Background: an optimization exercise with open tools, aiming at small area and a short achievable clock period. Do not read the settings as production practice.
RTL that was checked went through simulation tests only; none was proved equivalent to the original.
Power and IR drop assume default switching activity.

Setup of before:
## mk_mac
module mk_mac(CLK,
	      RST_N,
	      put_inp_A_a,
	      EN_put_inp_A,
	      RDY_put_inp_A,
	      put_inp_B_b,
	      EN_put_inp_B,
	      RDY_put_inp_B,
	      put_inp_C_c,
	      EN_put_inp_C,
	      RDY_put_inp_C,
	      put_inp_sel_sel,
	      EN_put_inp_sel,
	      RDY_put_inp_sel,
	      get_mac_op,
	      RDY_get_mac_op);
Size: ~110 I/O pins, roughly 24000 um^2 of cells after synthesis.
Settings: LEC_CHECK=0, ABC_AREA=0, CAP_MARGIN=0, CORE_MARGIN=2, CORE_UTILIZATION=65, CTS_CLUSTER_DIAMETER=100, CTS_CLUSTER_SIZE=32, PLACE_DENSITY=0.75, SLEW_MARGIN=0; clock period 9.0 ns.
standard.sh (not shown) runs the stock make flow with config.mk's settings and CLKGATE_MAP_FILE= SYNTH_SCRIPT=/design/flow/synth_recipe.tcl, a recipe that flattens the netlist after the stock synthesis.
==> flow/flow/run.sh <==
#!/bin/bash
# Layout flow: the standard synthesis; then the combinational logic of its
# netlist is re-mapped by ABC with every flip-flop instance (name, cell type,
# connections) kept as it is, and the result is checked equivalent to the
# standard netlist (if the check fails, the standard netlist is used); then
# the standard layout steps, with faster port buffers and a tighter
# timing-repair target.  Each tool writes its own log here.
set -e
W=$(pwd)
ABC_D=9.0          # delay target (ps) for the gate sizing in ABC
bash standard.sh synth > synth.log 2>&1

RES=$(dirname "$(find "$W/orfs/results" -name 1_2_yosys.v | head -1)")
LOGD=$(dirname "$(find "$W/orfs/logs" -name 1_2_yosys.log | head -1)")
OBJ=$(dirname "$(find "$W/orfs/objects" -name abc.constr | head -1)")
LIB="$FLOW_HOME/platforms/$FLOW_PLATFORM/lib/sky130_fd_sc_hd__tt_025C_1v80.lib"
YOSYS=$(command -v yosys || echo "$FLOW_HOME/../tools/install/yosys/bin/yosys")
DU=$(grep -o -- '-dont_use [A-Za-z0-9_]*' "$LOGD/1_2_yosys.log" | sort -u | tr '\n' ' ')
KEEP="=sky130_fd_sc_hd__dfxtp_1 =sky130_fd_sc_hd__edfxtp_1 =sky130_fd_sc_hd__conb_1"
cp "$RES/1_2_yosys.v" "$W/std_netlist.v"

sed -e "s#@LIB@#$LIB#g" -e "s#@KEEP@#$KEEP#g" -e "s#@IN@#$W/std_netlist.v#g" \
    -e "s#@SCRIPT@#$W/flow/resyn.abc#g" -e "s#@DU@#$DU#g" -e "s#@CONSTR@#$OBJ/abc.constr#g" \
    -e "s#@D@#$ABC_D#g" -e "s#@OUT@#$W/resyn_netlist.v#g" flow/resyn.ys.in > resyn.ys
sed -e "s#@LIB@#$LIB#g" -e "s#@GOLD@#$W/std_netlist.v#g" -e "s#@GATE@#$W/resyn_netlist.v#g" \
    flow/equiv.ys.in > equiv.ys

if "$YOSYS" -l resyn.log resyn.ys > /dev/null 2>&1 &&
   "$YOSYS" -l equiv.log equiv.ys > /dev/null 2>&1 &&
   grep -q "Equivalence successfully proven" equiv.log; then
  cp "$W/resyn_netlist.v" "$RES/1_2_yosys.v"
  bash standard.sh synth > synth2.log 2>&1
else
  echo "re-mapping not used" > resyn_skipped.txt
fi

bash standard.sh "BUFFER_PORTS_ARGS=-buffer_cell sky130_fd_sc_hd__buf_2" SETUP_SLACK_MARGIN=6.15 finish > layout.log 2>&1
Other scripts of this flow, unchanged in this note and not shown: flow/flow/equiv.ys.in, flow/flow/resyn.abc, flow/flow/resyn.ys.in
before | status: complete | timing, DRC, antenna: pass
Input changes introduced in after (baseline for comparison: before):
--- a/flow/design.v
+++ b/flow/design.v
@@ -409,17 +409,20 @@
   wire [31:0] i8_res = {i8_ch ^ c_fl, i8_lo};
   wire [7:0] m1 = t1_p[15] ? t1_p[15:8] : t1_p[14:7];
   wire g1 = t1_p[15] ? t1_p[8] : t1_p[7];
   wire r1 = t1_p[15] ? t1_p[7] : t1_p[6];
   wire st1 = t1_p[15] ? (t1_p[6:0] != 7'd0) : (t1_p[5:0] != 6'd0);
   wire rnd1 = r1 & (g1 | st1);
   wire [8:0] m9 = {1'b0, m1} + {8'd0, rnd1};
-  wire       mcy = m9[8];
-  wire [7:0] e1 = t1_e + {6'd0, t1_p[15] & mcy, t1_p[15] ^ mcy};
-  wire       e1max = (e1 == 8'd255);
+  wire [7:0] e1p1 = t1_e + 8'd1;
+  wire [7:0] e1p2 = t1_e + 8'd2;
+  wire       mcy = rnd1 & (m1 == 8'hff);
+  wire [7:0] e1 = (t1_p[15] & mcy) ? e1p2 : (t1_p[15] | mcy) ? e1p1 : t1_e;
+  wire       e1max = (t1_p[15] & mcy) ? (t1_e == 8'd253) :
+                     (t1_p[15] | mcy) ? (t1_e == 8'd254) : (t1_e == 8'd255);
   wire [6:0] f1 = e1max ? 7'd0 : m9[6:0];
   reg        t2_s;
   reg [7:0]  t2_e;
   reg [6:0]  t2_f;
   reg [31:0] t2_c;
   always @(posedge CLK) begin
     t2_s <= t1_s;
Results
- Summary of after over before: met2 global-route usage now larger, via total after detailed routing now larger, final critical path time including I/O delays and setup now larger, clock power now smaller.
- Reported for after and before, count of maximum capacitance violations turned out identical to the last digit.
- before: full flow OK, the timing, design-rule and antenna checks passed
- The final layout from after, which completed every stage, passed the timing, design-rule and antenna checks at the end of the flow.
- Met1 demand-to-capacity share in global routing (lower): after
The RTL of before was laid out without a check of its function.

[port drivers added, routing unchanged]
The results above use ideal ports. As a check the final layouts listed here were re-extracted and re-timed, cells and wires unchanged. Step 1 (the two cells are an assumption about what drives the block):
set clk [get_ports {CLK}]
set_driving_cell -lib_cell sky130_fd_sc_hd__clkbuf_16 $clk
set_driving_cell -lib_cell sky130_fd_sc_hd__buf_2 [delete_from_list [all_inputs] $clk]
Step 2, shift: input delay + t, output delay - t, t = (earliest + latest rising clock arrival at the registers) / 2. This alone moves slack from input paths to output paths. Slacks: no drivers / after step 1 / after step 2; pairs: no drivers / after step 1.
| run | t (ns) | setup WS [ns] | worst hold slack (ns) | worst setup path after step 2 | worst slew at a driven data input, ns |
|---|---|---|---|---|---|
| before | 0.624 | 6.155 / 6.101 / 6.159 | 0.324 / 0.324 / 0.324 | register to register | 0.05 |
| after | 0.621 | 6.112 / 6.065 / 6.112 | 0.329 / 0.329 / 0.329 | register to register | 0.04 |
After both steps every run listed still meets setup and hold.
